This is an optimization exercise on Yosys and OpenROAD, whose aim is small area and a short achievable clock period, not a production implementation.
No run shown here included a check of the RTL's function; only the layout flow was run.
Power is estimated from default activity; no workload was simulated.

## flow/design.v (module list and top-level ports; edited modules follow where they fit)
// module mac: 2618 lines
// module mac_fa: 4 lines
module mac (
    input  logic               i_nrst,
    input  logic               i_clk,
    input  logic signed  [7:0] i_a0, i_a1, i_a2, i_a3, i_a4, i_a5, i_a6, i_a7,
    input  logic signed  [7:0] i_b0, i_b1, i_b2, i_b3, i_b4, i_b5, i_b6, i_b7,
    output logic signed [18:0] o_res
);
  // ...
==> flow/flow/run.sh <==
#!/bin/bash
set -e
export BUFFER_PORTS_ARGS="-buffer_cell sky130_fd_sc_hd__buf_1"
bash standard.sh > standard.log 2>&1
==> flow/standard.sh <==
#!/bin/bash
# synth_recipe.tcl (not shown) runs the flow's synth.tcl, then flattens the netlist and writes it again
# the make line also repeats each setting of config.mk as NAME=value (left out here)
make -C /OpenROAD-flow-scripts/flow DESIGN_CONFIG=/design/flow/config.mk WORK_HOME=/design/flow/orfs CLKGATE_MAP_FILE= SYNTH_SCRIPT=/design/flow/synth_recipe.tcl "${@:-finish}"
==> flow/config.mk <==
export PLATFORM = sky130hd
export DESIGN_NAME = mac
export DESIGN_NICKNAME = mac
export VERILOG_FILES = /design/flow/design.v
export SDC_FILE = /design/flow/constraint.sdc
export NUM_CORES = 4
export LEC_CHECK = 0
export CAP_MARGIN = 20
export CORE_MARGIN = 5
export CORE_UTILIZATION = 40
export SETUP_SLACK_MARGIN = 2.0
export SLEW_MARGIN = 20
export SYNTH_HIERARCHICAL = 1
export SYNTH_MINIMUM_KEEP_SIZE = 0
==> flow/constraint.sdc <==
create_clock -name core_clock -period 5.5 [get_ports {i_clk}]
set_input_delay 1.1000 -clock core_clock [delete_from_list [all_inputs] [get_ports {i_clk}]]
set_output_delay 1.1000 -clock core_clock [all_outputs]
set_load 0.01 [all_outputs]
==> key figures, run 1 <==
Outcome
  • Run status: finished clean

Critical path
  • CP Capture Type: primary output
  • Number of gates on the worst path with buffers counted: 8
  • Critical Path, Cell by Cell: ha_4 -> ha_4 -> nand3_4 -> a211oi_4 -> nand4_1 -> a311o_1 -> a31oi_1 -> buf_2
  • Delay contributed by the slowest stage of the critical path: 0.34 ns

Final layout
  • Number of nets in the finished design: 2,232
  • Multi-input combinational area share: 64.21%
  • Multi-input gate count: 1,163
  • Non-clock inverter total of the final layout: 3
  • Register name with the most flops: r2
  • Leading registers by flop count: r2: 82 flops, rx: 19 flops, ry: 16 flops
  • Post-route core utilization: 45.28%
  • Combined flip-flop and latch cell area: 0.005026 sq mm
  • Flip-flop and latch share of the layout cell area: 24.46%
  • Most frequent cells in the layout: sky130_fd_sc_hd__fa_1 (486), sky130_fd_sc_hd__nand2_1 (411), sky130_fd_sc_hd__dfxtp_1 (182)

Clocking
  • Clk latency of the worst-skew pair: 0.57 ns
  • CTS Root Cell: sky130_fd_sc_hd__clkbuf_16
  • Number of buffers inserted for hold repair after clock tree synthesis: 0
  • CTS clk-pin slew, worst paths: 0.06 ns
  • Number of clock sinks seen by CTS: 247

GRT
  • Pin count of the biggest net entering global routing: 36
  • Total grt overflow: 0
  • Wire length of the first global-routing pass: 89,470 um

Power and ir drop
  • Switching part of the total: 41.95%
  • Static power due to leakage: 0.007589 uW
  • Power spent charging and discharging nets: 4303 uW
  • Clock power share: 18.3%
  • Overall power: 10,260 uW
  • Logic gate share of total power: 55.6%

Synth
  • Post-synth top cells: sky130_fd_sc_hd__fa_1 (486), sky130_fd_sc_hd__nand2_1 (413), sky130_fd_sc_hd__dfxtp_1 (247)
  • Number of flops mapped to enable cells by yosys: 0
  • Number of storage elements in the synthesis netlist: 247

Floorplan
  • Starting density of the core: 40.47%
  • Horizontal die dimension: 224.3 um

Placed design
  • Cell area reported after detailed placement: 0.01925 sq mm
  • Post-placement cell count: 2,162

STA
  • Min cycle time layout: 3.505 ns
  • Clock Skews: 0.007759 ns
  • RSZ-0062 raised after global routing: true

Drt
  • 1st-pass router iterations: 5
  • Aggregate routed wire length: 60,210 um
  • Post-DRT Antenna Nets: 0
  • Final routed wire length divided by cell count: 27.13 um

Run
  • Max-Cap Viols: 0

Worst hold path
  • Hold Path Cell Cnt: 0
==> run 2, diff against run 1 <==
--- a/flow/design.v
+++ b/flow/design.v
@@ -1400,17 +1400,16 @@
     logic s1367;
     logic c1368;
     logic s1369;
     logic c1370;
     logic s1371;
     logic c1372;
     logic s1373;
     logic c1374;
-    logic [81:0] r2;
     logic s1375;
     logic c1376;
     logic s1377;
     logic c1378;
     logic s1379;
     logic c1380;
     logic s1381;
     logic c1382;
@@ -1445,16 +1444,17 @@
     logic s1411;
     logic c1412;
     logic s1413;
     logic c1414;
     logic s1415;
     logic c1416;
     logic s1417;
     logic c1418;
+    logic [59:0] r2;
     logic s1419;
     logic c1420;
     logic s1421;
     logic c1422;
     logic s1423;
     logic c1424;
     logic s1425;
     logic c1426;
@@ -2455,157 +2455,135 @@
     mac_fa us1359 (.a(s1195), .b(s1197), .ci(c1286), .s(s1359), .co(c1360));
     mac_fa us1361 (.a(c1288), .b(c1290), .ci(s1293), .s(s1361), .co(c1362));
     mac_fa us1363 (.a(c1292), .b(s1295), .ci(s1297), .s(s1363), .co(c1364));
     mac_fa us1365 (.a(c1294), .b(c1296), .ci(c1298), .s(s1365), .co(c1366));
     mac_fa us1367 (.a(s1299), .b(s1301), .ci(s1303), .s(s1367), .co(c1368));
     mac_fa us1369 (.a(s1209), .b(c1300), .ci(c1302), .s(s1369), .co(c1370));
     mac_fa us1371 (.a(s1305), .b(c1304), .ci(s1307), .s(s1371), .co(c1372));
     mac_fa us1373 (.a(c1210), .b(s1211), .ci(c1306), .s(s1373), .co(c1374));
+    mac_fa us1375 (.a(s1315), .b(c1314), .ci(s1317), .s(s1375), .co(c1376));
+    mac_fa us1377 (.a(s1229), .b(s1231), .ci(s1319), .s(s1377), .co(c1378));
+    mac_fa us1379 (.a(c1316), .b(c1318), .ci(s1321), .s(s1379), .co(c1380));
+    mac_fa us1381 (.a(s1237), .b(s1239), .ci(c1320), .s(s1381), .co(c1382));
+    mac_fa us1383 (.a(c1322), .b(s1323), .ci(s1325), .s(s1383), .co(c1384));
+    mac_fa us1385 (.a(s1247), .b(s1249), .ci(c1324), .s(s1385), .co(c1386));
+    mac_fa us1387 (.a(s1327), .b(c1326), .ci(s1329), .s(s1387), .co(c1388));
+    mac_fa us1389 (.a(s1259), .b(s1261), .ci(c1328), .s(s1389), .co(c1390));
+    mac_fa us1391 (.a(c1330), .b(s1333), .ci(c1332), .s(s1391), .co(c1392));
+    mac_fa us1393 (.a(c1334), .b(c1336), .ci(s1339), .s(s1393), .co(c1394));
+    mac_fa us1395 (.a(c1338), .b(s1341), .ci(s1343), .s(s1395), .co(c1396));
+    mac_fa us1397 (.a(s1281), .b(s1283), .ci(c1340), .s(s1397), .co(c1398));
+    mac_fa us1399 (.a(c1342), .b(s1347), .ci(c1344), .s(s1399), .co(c1400));
+    mac_fa us1401 (.a(s1349), .b(c1346), .ci(s1351), .s(s1401), .co(c1402));
+    mac_fa us1403 (.a(s1291), .b(c1348), .ci(c1350), .s(s1403), .co(c1404));
+    mac_fa us1405 (.a(s1353), .b(c1352), .ci(s1355), .s(s1405), .co(c1406));
+    mac_fa us1407 (.a(c1354), .b(c1356), .ci(s1359), .s(s1407), .co(c1408));
+    mac_fa us1409 (.a(c1358), .b(s1361), .ci(s1363), .s(s1409), .co(c1410));
+    mac_fa us1411 (.a(c1360), .b(c1362), .ci(c1364), .s(s1411), .co(c1412));
+    mac_fa us1413 (.a(c1366), .b(s1369), .ci(c1368), .s(s1413), .co(c1414));
+    mac_fa us1415 (.a(s1309), .b(c1308), .ci(c1370), .s(s1415), .co(c1416));
+    mac_fa us1417 (.a(c1212), .b(c1310), .ci(c1374), .s(s1417), .co(c1418));
     always_ff @(posedge i_clk) begin
         r2[0] <= s515;
         r2[1] <= s845;
         r2[2] <= s1213;
         r2[3] <= s1311;
         r2[4] <= c1312;
         r2[5] <= s1313;
-        r2[6] <= c1314;
-        r2[7] <= s1315;
-        r2[8] <= s1317;
-        r2[9] <= c1316;
-        r2[10] <= c1318;
-        r2[11] <= s1319;
-        r2[12] <= s1321;
-        r2[13] <= s1229;
-        r2[14] <= s1231;
-        r2[15] <= c1320;
-        r2[16] <= c1322;
-        r2[17] <= s1323;
-        r2[18] <= s1325;
-        r2[19] <= s1237;
-        r2[20] <= s1239;
-        r2[21] <= c1324;
-        r2[22] <= c1326;
-        r2[23] <= s1327;
-        r2[24] <= s1329;
-        r2[25] <= s1331;
-        r2[26] <= s1247;
-        r2[27] <= s1249;
-        r2[28] <= c1328;
-        r2[29] <= c1330;
-        r2[30] <= c1332;
-        r2[31] <= s1333;
-        r2[32] <= s1335;
-        r2[33] <= s1337;
-        r2[34] <= s1259;
-        r2[35] <= s1261;
-        r2[36] <= c1334;
-        r2[37] <= c1336;
-        r2[38] <= c1338;
-        r2[39] <= s1339;
-        r2[40] <= s1341;
-        r2[41] <= s1343;
-        r2[42] <= s1345;
-        r2[43] <= c1340;
-        r2[44] <= c1342;
-        r2[45] <= c1344;
-        r2[46] <= c1346;
-        r2[47] <= s1347;
-        r2[48] <= s1349;
-        r2[49] <= s1351;
-        r2[50] <= s1281;
-        r2[51] <= s1283;
-        r2[52] <= c1348;
-        r2[53] <= c1350;
-        r2[54] <= c1352;
-        r2[55] <= s1353;
-        r2[56] <= s1355;
-        r2[57] <= s1357;
-        r2[58] <= s1291;
-        r2[59] <= c1354;
-        r2[60] <= c1356;
-        r2[61] <= c1358;
-        r2[62] <= s1359;
-        r2[63] <= s1361;
-        r2[64] <= s1363;
-        r2[65] <= c1360;
-        r2[66] <= c1362;
-        r2[67] <= c1364;
-        r2[68] <= s1365;
-        r2[69] <= s1367;
-        r2[70] <= c1366;
-        r2[71] <= c1368;
-        r2[72] <= s1369;
-        r2[73] <= s1371;
-        r2[74] <= c1370;
-        r2[75] <= c1372;
-        r2[76] <= s1373;
-        r2[77] <= s1309;
-        r2[78] <= c1308;
-        r2[79] <= c1374;
-        r2[80] <= c1212;
-        r2[81] <= c1310;
+        r2[6] <= s1375;
+        r2[7] <= c1376;
+        r2[8] <= s1377;
+        r2[9] <= s1379;
+        r2[10] <= c1378;
+        r2[11] <= c1380;
+        r2[12] <= s1381;
+        r2[13] <= s1383;
+        r2[14] <= c1382;
+        r2[15] <= c1384;
+        r2[16] <= s1385;
+        r2[17] <= s1387;
+        r2[18] <= s1331;
+        r2[19] <= c1386;
+        r2[20] <= c1388;
+        r2[21] <= s1389;
+        r2[22] <= s1391;
+        r2[23] <= s1335;
+        r2[24] <= s1337;
+        r2[25] <= c1390;
+        r2[26] <= c1392;
+        r2[27] <= s1393;
+        r2[28] <= s1395;
+        r2[29] <= s1345;
+        r2[30] <= c1394;
+        r2[31] <= c1396;
+        r2[32] <= s1397;
+        r2[33] <= s1399;
+        r2[34] <= s1401;
+        r2[35] <= c1398;
+        r2[36] <= c1400;
+        r2[37] <= c1402;
+        r2[38] <= s1403;
+        r2[39] <= s1405;
+        r2[40] <= s1357;
+        r2[41] <= c1404;
+        r2[42] <= c1406;
+        r2[43] <= s1407;
+        r2[44] <= s1409;
+        r2[45] <= c1408;
+        r2[46] <= c1410;
+        r2[47] <= s1411;
+        r2[48] <= s1365;
+        r2[49] <= s1367;
+        r2[50] <= c1412;
+        r2[51] <= s1413;
+        r2[52] <= s1371;
+        r2[53] <= c1414;
+        r2[54] <= s1415;
+        r2[55] <= s1373;
+        r2[56] <= c1372;
+        r2[57] <= c1416;
+        r2[58] <= s1417;
+        r2[59] <= c1418;
     end
-    mac_fa us1375 (.a(1'b1), .b(r2[21]), .ci(r2[22]), .s(s1375), .co(c1376));
-    mac_fa us1377 (.a(r2[28]), .b(r2[29]), .ci(r2[30]), .s(s1377), .co(c1378));
-    mac_fa us1379 (.a(1'b1), .b(r2[31]), .ci(r2[32]), .s(s1379), .co(c1380));
-    mac_fa us1381 (.a(r2[36]), .b(r2[37]), .ci(r2[38]), .s(s1381), .co(c1382));
-    mac_fa us1383 (.a(1'b1), .b(r2[39]), .ci(r2[40]), .s(s1383), .co(c1384));
-    mac_fa us1385 (.a(r2[43]), .b(r2[44]), .ci(r2[45]), .s(s1385), .co(c1386));
-    mac_fa us1387 (.a(r2[46]), .b(r2[47]), .ci(r2[48]), .s(s1387), .co(c1388));
-    mac_fa us1389 (.a(1'b1), .b(r2[49]), .ci(r2[50]), .s(s1389), .co(c1390));
-    mac_fa us1391 (.a(r2[52]), .b(r2[53]), .ci(r2[54]), .s(s1391), .co(c1392));
-    mac_fa us1393 (.a(r2[55]), .b(r2[56]), .ci(r2[57]), .s(s1393), .co(c1394));
-    mac_fa us1395 (.a(r2[59]), .b(r2[60]), .ci(r2[61]), .s(s1395), .co(c1396));
-    mac_fa us1397 (.a(r2[10]), .b(r2[11]), .ci(r2[12]), .s(s1397), .co(c1398));
-    mac_fa us1399 (.a(r2[15]), .b(r2[16]), .ci(r2[17]), .s(s1399), .co(c1400));
-    mac_fa us1401 (.a(1'b1), .b(r2[18]), .ci(r2[19]), .s(s1401), .co(c1402));
-    mac_fa us1403 (.a(r2[23]), .b(r2[24]), .ci(r2[25]), .s(s1403), .co(c1404));
-    mac_fa us1405 (.a(r2[26]), .b(r2[27]), .ci(s1375), .s(s1405), .co(c1406));
-    mac_fa us1407 (.a(r2[33]), .b(r2[34]), .ci(r2[35]), .s(s1407), .co(c1408));
-    mac_fa us1409 (.a(c1376), .b(s1377), .ci(s1379), .s(s1409), .co(c1410));
-    mac_fa us1411 (.a(r2[41]), .b(r2[42]), .ci(c1378), .s(s1411), .co(c1412));
-    mac_fa us1413 (.a(c1380), .b(s1381), .ci(s1383), .s(s1413), .co(c1414));
-    mac_fa us1415 (.a(r2[51]), .b(c1382), .ci(c1384), .s(s1415), .co(c1416));
-    mac_fa us1417 (.a(s1385), .b(s1387), .ci(s1389), .s(s1417), .co(c1418));
-    mac_fa us1419 (.a(r2[58]), .b(c1386), .ci(c1388), .s(s1419), .co(c1420));
-    mac_fa us1421 (.a(c1390), .b(s1391), .ci(s1393), .s(s1421), .co(c1422));
-    mac_fa us1423 (.a(r2[62]), .b(r2[63]), .ci(r2[64]), .s(s1423), .co(c1424));
-    mac_fa us1425 (.a(c1392), .b(c1394), .ci(s1395), .s(s1425), .co(c1426));
-    mac_fa us1427 (.a(r2[65]), .b(r2[66]), .ci(r2[67]), .s(s1427), .co(c1428));
-    mac_fa us1429 (.a(r2[68]), .b(r2[69]), .ci(c1396), .s(s1429), .co(c1430));
-    mac_fa us1431 (.a(r2[70]), .b(r2[71]), .ci(r2[72]), .s(s1431), .co(c1432));
-    mac_fa us1433 (.a(r2[74]), .b(r2[75]), .ci(r2[76]), .s(s1433), .co(c1434));
-    mac_fa us1435 (.a(1'b1), .b(r2[13]), .ci(r2[14]), .s(s1435), .co(c1436));
-    mac_fa us1437 (.a(r2[20]), .b(c1398), .ci(s1399), .s(s1437), .co(c1438));
-    mac_fa us1439 (.a(c1400), .b(c1402), .ci(s1403), .s(s1439), .co(c1440));
-    mac_fa us1441 (.a(c1404), .b(s1407), .ci(c1406), .s(s1441), .co(c1442));
-    mac_fa us1443 (.a(c1408), .b(c1410), .ci(s1411), .s(s1443), .co(c1444));
-    mac_fa us1445 (.a(c1412), .b(c1414), .ci(s1415), .s(s1445), .co(c1446));
-    mac_fa us1447 (.a(c1416), .b(c1418), .ci(s1419), .s(s1447), .co(c1448));
-    mac_fa us1449 (.a(s1423), .b(c1420), .ci(c1422), .s(s1449), .co(c1450));
-    mac_fa us1451 (.a(c1424), .b(s1427), .ci(c1426), .s(s1451), .co(c1452));
-    mac_fa us1453 (.a(r2[73]), .b(c1428), .ci(s1431), .s(s1453), .co(c1454));
-    mac_fa us1455 (.a(r2[77]), .b(r2[78]), .ci(c1432), .s(s1455), .co(c1456));
-    mac_fa us1457 (.a(r2[79]), .b(r2[80]), .ci(r2[81]), .s(s1457), .co(c1458));
-    mac_fa us1459 (.a(1'b1), .b(r2[6]), .ci(r2[7]), .s(s1459), .co(c1460));
-    mac_fa us1461 (.a(r2[9]), .b(s1397), .ci(s1435), .s(s1461), .co(c1462));
-    mac_fa us1463 (.a(c1436), .b(s1401), .ci(s1437), .s(s1463), .co(c1464));
-    mac_fa us1465 (.a(c1438), .b(s1405), .ci(s1439), .s(s1465), .co(c1466));
-    mac_fa us1467 (.a(c1440), .b(s1409), .ci(s1441), .s(s1467), .co(c1468));
-    mac_fa us1469 (.a(s1413), .b(c1442), .ci(s1443), .s(s1469), .co(c1470));
-    mac_fa us1471 (.a(s1417), .b(c1444), .ci(s1445), .s(s1471), .co(c1472));
-    mac_fa us1473 (.a(s1421), .b(c1446), .ci(s1447), .s(s1473), .co(c1474));
-    mac_fa us1475 (.a(s1425), .b(c1448), .ci(s1449), .s(s1475), .co(c1476));
-    mac_fa us1477 (.a(s1429), .b(c1450), .ci(s1451), .s(s1477), .co(c1478));
-    mac_fa us1479 (.a(c1430), .b(s1453), .ci(c1452), .s(s1479), .co(c1480));
-    mac_fa us1481 (.a(s1433), .b(c1454), .ci(s1455), .s(s1481), .co(c1482));
-    mac_fa us1483 (.a(c1434), .b(s1457), .ci(c1456), .s(s1483), .co(c1484));
-    assign nx = {1'b0, c1484, c1482, c1480, c1478, c1476, c1474, c1472, c1470, c1468, c1466, c1464, c1462, c1460, s1459, r2[4], r2[3], r2[2], r2[0]};
-    assign ny = {1'b1, c1458, s1483, s1481, s1479, s1477, s1475, s1473, s1471, s1469, s1467, s1465, s1463, s1461, r2[8], r2[5], 1'b1, 1'b1, r2[1]};
+    mac_fa us1419 (.a(1'b1), .b(r2[14]), .ci(r2[15]), .s(s1419), .co(c1420));
+    mac_fa us1421 (.a(r2[19]), .b(r2[20]), .ci(r2[21]), .s(s1421), .co(c1422));
+    mac_fa us1423 (.a(1'b1), .b(r2[22]), .ci(r2[23]), .s(s1423), .co(c1424));
+    mac_fa us1425 (.a(r2[25]), .b(r2[26]), .ci(r2[27]), .s(s1425), .co(c1426));
+    mac_fa us1427 (.a(1'b1), .b(r2[28]), .ci(r2[29]), .s(s1427), .co(c1428));
+    mac_fa us1429 (.a(r2[30]), .b(r2[31]), .ci(r2[32]), .s(s1429), .co(c1430));
+    mac_fa us1431 (.a(1'b1), .b(r2[33]), .ci(r2[34]), .s(s1431), .co(c1432));
+    mac_fa us1433 (.a(r2[35]), .b(r2[36]), .ci(r2[37]), .s(s1433), .co(c1434));
+    mac_fa us1435 (.a(r2[38]), .b(r2[39]), .ci(r2[40]), .s(s1435), .co(c1436));
+    mac_fa us1437 (.a(r2[41]), .b(r2[42]), .ci(r2[43]), .s(s1437), .co(c1438));
+    mac_fa us1439 (.a(r2[45]), .b(r2[46]), .ci(r2[47]), .s(s1439), .co(c1440));
+    mac_fa us1441 (.a(1'b1), .b(r2[10]), .ci(r2[11]), .s(s1441), .co(c1442));
+    mac_fa us1443 (.a(r2[16]), .b(r2[17]), .ci(r2[18]), .s(s1443), .co(c1444));
+    mac_fa us1445 (.a(r2[24]), .b(c1420), .ci(s1421), .s(s1445), .co(c1446));
+    mac_fa us1447 (.a(c1422), .b(c1424), .ci(s1425), .s(s1447), .co(c1448));
+    mac_fa us1449 (.a(c1426), .b(c1428), .ci(s1429), .s(s1449), .co(c1450));
+    mac_fa us1451 (.a(c1430), .b(c1432), .ci(s1433), .s(s1451), .co(c1452));
+    mac_fa us1453 (.a(r2[44]), .b(c1434), .ci(c1436), .s(s1453), .co(c1454));
+    mac_fa us1455 (.a(r2[48]), .b(r2[49]), .ci(c1438), .s(s1455), .co(c1456));
+    mac_fa us1457 (.a(r2[50]), .b(r2[51]), .ci(r2[52]), .s(s1457), .co(c1458));
+    mac_fa us1459 (.a(r2[53]), .b(r2[54]), .ci(r2[55]), .s(s1459), .co(c1460));
+    mac_fa us1461 (.a(1'b1), .b(r2[7]), .ci(r2[8]), .s(s1461), .co(c1462));
+    mac_fa us1463 (.a(r2[12]), .b(r2[13]), .ci(s1441), .s(s1463), .co(c1464));
+    mac_fa us1465 (.a(c1442), .b(s1419), .ci(s1443), .s(s1465), .co(c1466));
+    mac_fa us1467 (.a(c1444), .b(s1423), .ci(s1445), .s(s1467), .co(c1468));
+    mac_fa us1469 (.a(s1427), .b(c1446), .ci(s1447), .s(s1469), .co(c1470));
+    mac_fa us1471 (.a(s1431), .b(c1448), .ci(s1449), .s(s1471), .co(c1472));
+    mac_fa us1473 (.a(s1435), .b(c1450), .ci(s1451), .s(s1473), .co(c1474));
+    mac_fa us1475 (.a(s1437), .b(c1452), .ci(s1453), .s(s1475), .co(c1476));
+    mac_fa us1477 (.a(s1439), .b(c1454), .ci(s1455), .s(s1477), .co(c1478));
+    mac_fa us1479 (.a(c1440), .b(s1457), .ci(c1456), .s(s1479), .co(c1480));
+    mac_fa us1481 (.a(r2[56]), .b(c1458), .ci(s1459), .s(s1481), .co(c1482));
+    mac_fa us1483 (.a(r2[57]), .b(r2[58]), .ci(c1460), .s(s1483), .co(c1484));
+    assign nx = {1'b0, c1484, c1482, c1480, c1478, c1476, c1474, c1472, c1470, c1468, c1466, c1464, c1462, s1461, r2[6], r2[4], r2[3], r2[2], r2[0]};
+    assign ny = {1'b1, r2[59], s1483, s1481, s1479, s1477, s1475, s1473, s1471, s1469, s1467, s1465, s1463, r2[9], 1'b1, r2[5], 1'b1, 1'b1, r2[1]};
     logic nrst_d1, nrst_d2;
     logic [18:0] rx, ry;
     always_ff @(posedge i_clk) begin
         nrst_d1 <= i_nrst;
         nrst_d2 <= nrst_d1;
         if (!(i_nrst && nrst_d1 && nrst_d2)) begin
             rx <= '0;
             ry <= '0;
==> flow/run.sh (new file) <==
#!/bin/bash
# synth_recipe.tcl (not shown) runs the flow's synth.tcl, then flattens the netlist and writes it again
# the make line also repeats each setting of config.mk as NAME=value (left out here)
make -C /OpenROAD-flow-scripts/flow DESIGN_CONFIG=/design/flow/config.mk WORK_HOME=/design/flow/orfs CLKGATE_MAP_FILE= SYNTH_SCRIPT=/design/flow/synth_recipe.tcl finish
==> flow/config.mk (replaced) <==
export PLATFORM = sky130hd
export DESIGN_NAME = mac
export DESIGN_NICKNAME = mac
export VERILOG_FILES = /design/flow/design.v
export SDC_FILE = /design/flow/constraint.sdc
export NUM_CORES = 4
export LEC_CHECK = 0
export CAP_MARGIN = 20
export CORE_MARGIN = 5
export CORE_UTILIZATION = 40
export SETUP_SLACK_MARGIN = 2.5
export SLEW_MARGIN = 20
export SYNTH_HIERARCHICAL = 1
export SYNTH_MINIMUM_KEEP_SIZE = 0
removed: flow/flow/run.sh
removed: flow/standard.sh
==> key figures, run 2 <==
Power and ir drop
  • Power density over the cells: 452.0 mW/mm^2 (was 499.2 mW/mm^2)
  • Overall power: 10,580 uW (was 10,260 uW)
  • Static power due to leakage: 0.008334 uW (was 0.007589 uW)
  • Clock power share: 15.6% (was 18.3%)
  • Sequential power share: 22.9% (was 26.1%)
  • Power spent charging and discharging nets: 4296 uW (was 4303 uW)
  • Logic gate share of total power: 61.5% (was 55.6%)
  • Maximum ir drop on the vdd rail: 267.5 uV (was 369.2 uV)
  • Internal power: 6284 uW (was 5954 uW)
  • Switching part of the total: 40.61% (was 41.95%)

Floorplan
  • Core Box Area: 0.04422 sq mm (was 0.04538 sq mm)
  • Total number of placement rows: 77 (was 78)
  • Starting density of the core: 40.47% (about the same)
  • Horizontal die dimension: 221.5 um (was 224.3 um)
  • Count of pins on the block boundary: 149 (unchanged)
  • Height of the chip: 221.5 um (was 224.3 um)
  • Floorplan die area: 0.04908 sq mm (was 0.05029 sq mm)

Drt
  • Aggregate routed wire length: 61,600 um (was 60,210 um)
  • Per-cell via count in the routed design: 5.250 (was 5.233)
  • Post-DRT Antenna Nets: 0 (unchanged)
  • DRC viols: 0 (unchanged)
  • 1st-pass router iterations: 5 (unchanged)
  • First-iteration detailed-routing DRC count: 860 (was 900)
  • Final routed wire length divided by cell count: 27.21 um (was 27.13 um)
  • Detailed-route via count: 11,890 (was 11,610)

Critical path
  • Endpoint required time on the critical path: 4.40 ns (about the same)
  • CP Capture Type: primary output (unchanged)
  • Number of gates on the worst path with buffers counted: 8 (unchanged)
  • Worst Reg2Reg Path Length in Cells: 7 (was 6)
  • Critical Path, Cell by Cell: ha_4 -> ha_4 -> a311o_1 -> and3_4 -> or3_4 -> a21oi_4 -> xnor2_2 -> buf_2 (was ha_4 -> ha_4 -> nand3_4 -> a211oi_4 -> nand4_1 -> a311o_1 -> a31oi_1 -> buf_2)
  • Worst reg-to-reg setup slack: 1.89 ns (was 2.08 ns)
  • Launch point of the worst reg-to-reg path: ra4[4]$_DFF_P_ (was rb4[0]$_DFF_P_)
  • Cell family with most CP delay: simple AND/OR/NAND/NOR gates (was compound AO/OA/AOI/OAI gates)
  • Max stage delay cell, worst path: sky130_fd_sc_hd__or3_4 (was sky130_fd_sc_hd__dfxtp_2)
  • Sort of element at the start of the critical path: flip-flop (unchanged)
  • Highest fanout seen on the critical path: 3 (unchanged)
  • Arrival @ worst endpoint: 2.55 ns (was 2.41 ns)
  • Endpoint of the most critical register-to-register path: r2[44]$_DFF_P_ (was r2[25]$_DFF_P_)
  • WP buf/inv: 1 (unchanged)
  • Cell occurring most often along the worst timing path: sky130_fd_sc_hd__ha_4 (unchanged)
  • Delay contributed by the slowest stage of the critical path: 0.41 ns (was 0.34 ns)
  • Kind of critical path: flip-flop to primary output (unchanged)

GRT
  • Wire length of the first global-routing pass: 90,840 um (was 89,470 um)
  • Via count of the first global-routing pass: 13,830 (was 13,710)
  • Global router's overall resource usage: 25.26% (was 24.61%)
  • Pin count of the biggest net entering global routing: 35 (was 36)
  • Total grt overflow: 0 (unchanged)
  • Initial antenna violation count: 1 (unchanged)

Synth
  • Cell taking the most area after synthesis: sky130_fd_sc_hd__fa_1 (unchanged)
  • Area share of the largest cell type after synthesis: 54.36% (was 52.98%)
  • Total standard cell area after synthesis: 0.01790 sq mm (was 0.01836 sq mm)
  • Post-synth cell types: 44 (was 38)
  • Number of storage elements in the synthesis netlist: 224 (was 247)
  • Number of flops mapped to enable cells by yosys: 0 (unchanged)
  • Area contributors post-synth: sky130_fd_sc_hd__fa_1 (54%), sky130_fd_sc_hd__dfxtp_1 (25%), sky130_fd_sc_hd__nand2_1 (8.6%) (was sky130_fd_sc_hd__fa_1 (53%), sky130_fd_sc_hd__dfxtp_1 (27%), sky130_fd_sc_hd__nand2_1 (8.4%))
  • Most frequently used cell type in the post-synthesis netlist: sky130_fd_sc_hd__fa_1 (unchanged)
  • Post-synth top cells: sky130_fd_sc_hd__fa_1 (486), sky130_fd_sc_hd__nand2_1 (408), sky130_fd_sc_hd__dfxtp_1 (224) (was sky130_fd_sc_hd__fa_1 (486), sky130_fd_sc_hd__nand2_1 (413), sky130_fd_sc_hd__dfxtp_1 (247))
  • Sequential element share of the synthesized area: 25.05% (was 26.93%)
  • Average size of a mapped cell: 11.92 sq um (was 12.03 sq um)
  • Yosys warning count: 7 (unchanged)
  • Share of flip-flops with an asynchronous set or reset after synthesis: 0% (unchanged)
  • Primary FF master, synth: sky130_fd_sc_hd__dfxtp_1 (unchanged)
  • Count of mapped cells out of synthesis: 1,501 (was 1,526)

Placed design
  • Placer Congestion: 0.9353 (was 0.9566)
  • HPWL reported at the end of detailed placement: 50,300 um (was 50,180 um)
  • Number of port buffers: 148 (unchanged)

Final layout
  • Flip-flop count of the largest register after layout: 60 (was 82)
  • Most common cell after layout, fill and taps aside: sky130_fd_sc_hd__fa_2 (was sky130_fd_sc_hd__fa_1)
  • Share of post-route cells with drive strength above 1: 46.02% (was 9.883%)
  • Layout Area Growth over Synthesis: 30.77% (was 11.90%)
  • Register name with the most flops: r2 (unchanged)
  • Number of nets in the finished design: 2,285 (was 2,232)
  • Most frequent cells in the layout: sky130_fd_sc_hd__fa_2 (344), sky130_fd_sc_hd__nand2_1 (338), sky130_fd_sc_hd__fa_1 (142) (was sky130_fd_sc_hd__fa_1 (486), sky130_fd_sc_hd__nand2_1 (411), sky130_fd_sc_hd__dfxtp_1 (182))
  • Leading registers by flop count: r2: 60 flops, rx: 19 flops, ry: 15 flops (was r2: 82 flops, rx: 19 flops, ry: 16 flops)

STA
  • Hold violation count in the final report: 0 (unchanged)
  • Min cycle time layout: 3.652 ns (was 3.505 ns)
  • Worst-case hold slack: 0.3536 ns (was 0.3508 ns)
  • Period utilisation layout: 66.41% (was 63.73%)
  • Clock Skews: 0.009829 ns (was 0.007759 ns)
  • Final setup violation count: 0 (unchanged)
  • Achievable frequency: 0.2738 GHz (was 0.2853 GHz)
  • Pins Over Slew Limit: 0 (unchanged)
  • Setup TNS: 0 ns (unchanged)
  • RSZ-0062 raised after global routing: true (unchanged)

Run
  • Max-Cap Viols: 0 (unchanged)

Clocking
  • CTS clk-pin slew, worst paths: 0.06 ns (about the same)
  • Clock buffers created by TritonCTS: 25 (was 28)
  • Number of clock sinks seen by CTS: 224 (was 247)
  • CTS tree: yes (unchanged)
  • Clk latency of the worst-skew pair: 0.53 ns (was 0.57 ns)
  • CTS Buffer Depth: 3 (unchanged)
  • CTS Root Cell: sky130_fd_sc_hd__clkbuf_16 (unchanged)
  • Number of buffers inserted for hold repair after clock tree synthesis: 0 (unchanged)
  • CTS H-tree depth: 1 (unchanged)

Worst hold path
  • Worst Min Path Start: nrst_d1$_DFF_P_ (unchanged)
  • Hold Path Cell Cnt: 0 (unchanged)
  • Capture endpoint of the worst hold path: nrst_d2$_DFF_P_ (unchanged)
  • Type of the worst min-delay path: flip-flop to flip-flop (unchanged)

Outcome
  • Run status: finished clean (unchanged)
-- run 2: cells by family after synthesis --
family          after synthesis  synth area share [%]
simple gates                590                 14.30
fa+ha+maj                   502                 55.48
flops                       224                 25.05
buf+inv                     127                 2.726
compound gates               43                 1.727
xor+xnor                     12                0.5872
other cells                   2               0.04196
mux                           1               0.08386
-- run 2: how the worst max path moves through the flow --
stage                                start        endpoint
after detailed placement    rb2[3]$_DFF_P_  r2[34]$_DFF_P_
after global routing      rx[3]$_SDFF_PN0_       o_res[10]
final                     ry[0]$_SDFF_PN0_       o_res[10]
after global placement      ra4[4]$_DFF_P_  r2[44]$_DFF_P_
after floorplan             rb2[4]$_DFF_P_  r2[44]$_DFF_P_
after CTS                 ry[3]$_SDFF_PN0_       o_res[10]
-- run 2: per-layer routing --
layer,vias to the layer above,routed length [um],track usage [%]
li1,4833,-,-
met1,6259,22670,31.26
met4,0,3679,11.69
met2,616,29710,42.28
met3,177,5536,5.958
met5,-,0,0
-- run 2: per-module statistics from Yosys, one instance, submodules excluded --
module,cells,copies in the design,flip-flops and latches
mac,1015,1,224
mac_fa,1,486,0
-- run 2: power groups by stage --
stage | clock (uW) | combinational (uW) | sequential (uW)
4_1_cts | 1710 | 6460 | 2420
5_1_grt | 1770 | 7400 | 2450
6_report | 1650 | 6510 | 2420
3_3_place_gp | 0 | 6080 | 2450
2_1_floorplan | 0 | 4120 | 2260
3_5_place_dp | 0 | 6210 | 2460
-- run 2: timing repair --
| item | CTS | global route |
|---|---|---|
| endpoints found under the hold margin | 0 | 0 |
| buffers inserted | 56 | 37 |
| gates resized for setup | 518 | 106 |
| setup endpoints to repair | 75 | 71 |
| pin swaps | 154 | 115 |
-- run 2: area by class of cell --
class,count,area [sq um]
Timing Repair Buffer,242,2380
Multi-Input combinational cell,1155,14500
Fill cell,3751,20820
Sequential cell,224,4943
Tap cell,592,740.7
Clock inverter,11,120.1
Antenna cell,1,2.502
Clock buffer,34,699.4
Inverter,5,18.77
-- run 2: through the flow --
stage | utilization [%] | setup WS (ns) | cell area (sq um) | std cells
4_1_cts | 51.56 | 1.769 | 22800 | 2226
3_3_place_gp | 45.97 | 1.536 | 20330 | 2125
6_report | 52.93 | 1.848 | 23400 | 2264
2_1_floorplan | - | 1.997 | 19450 | 1506
3_5_place_dp | 45.97 | 1.504 | 20330 | 2125
5_1_grt | 52.92 | 1.753 | 23400 | 2263

==> afterwards: timing with drivers on the ports <==
In the flow no input, the clock included, has a driving cell. The finished layouts below were timed again as built, in two steps. Step 1 assumes that a clkbuf_16 drives the clock port and a buf_2 every other input. Step 2 also shifts input and output timing later by t, the mid clock arrival at the registers, as if the neighbouring blocks saw the same clock. Three values: ideal, step 1, step 2; two values: the first two.
run | t (ns) | slack for setup (ns) | worst data-port slew with drivers (ns) | cell pins on the clock port's net
run 1 | 0.615 | 1.995 / 1.943 / 2.080 | 0.05 | 1
run 2 | 0.579 | 1.848 / 1.794 / 1.891 | 0.06 | 1
After both steps every run listed still meets setup and hold.
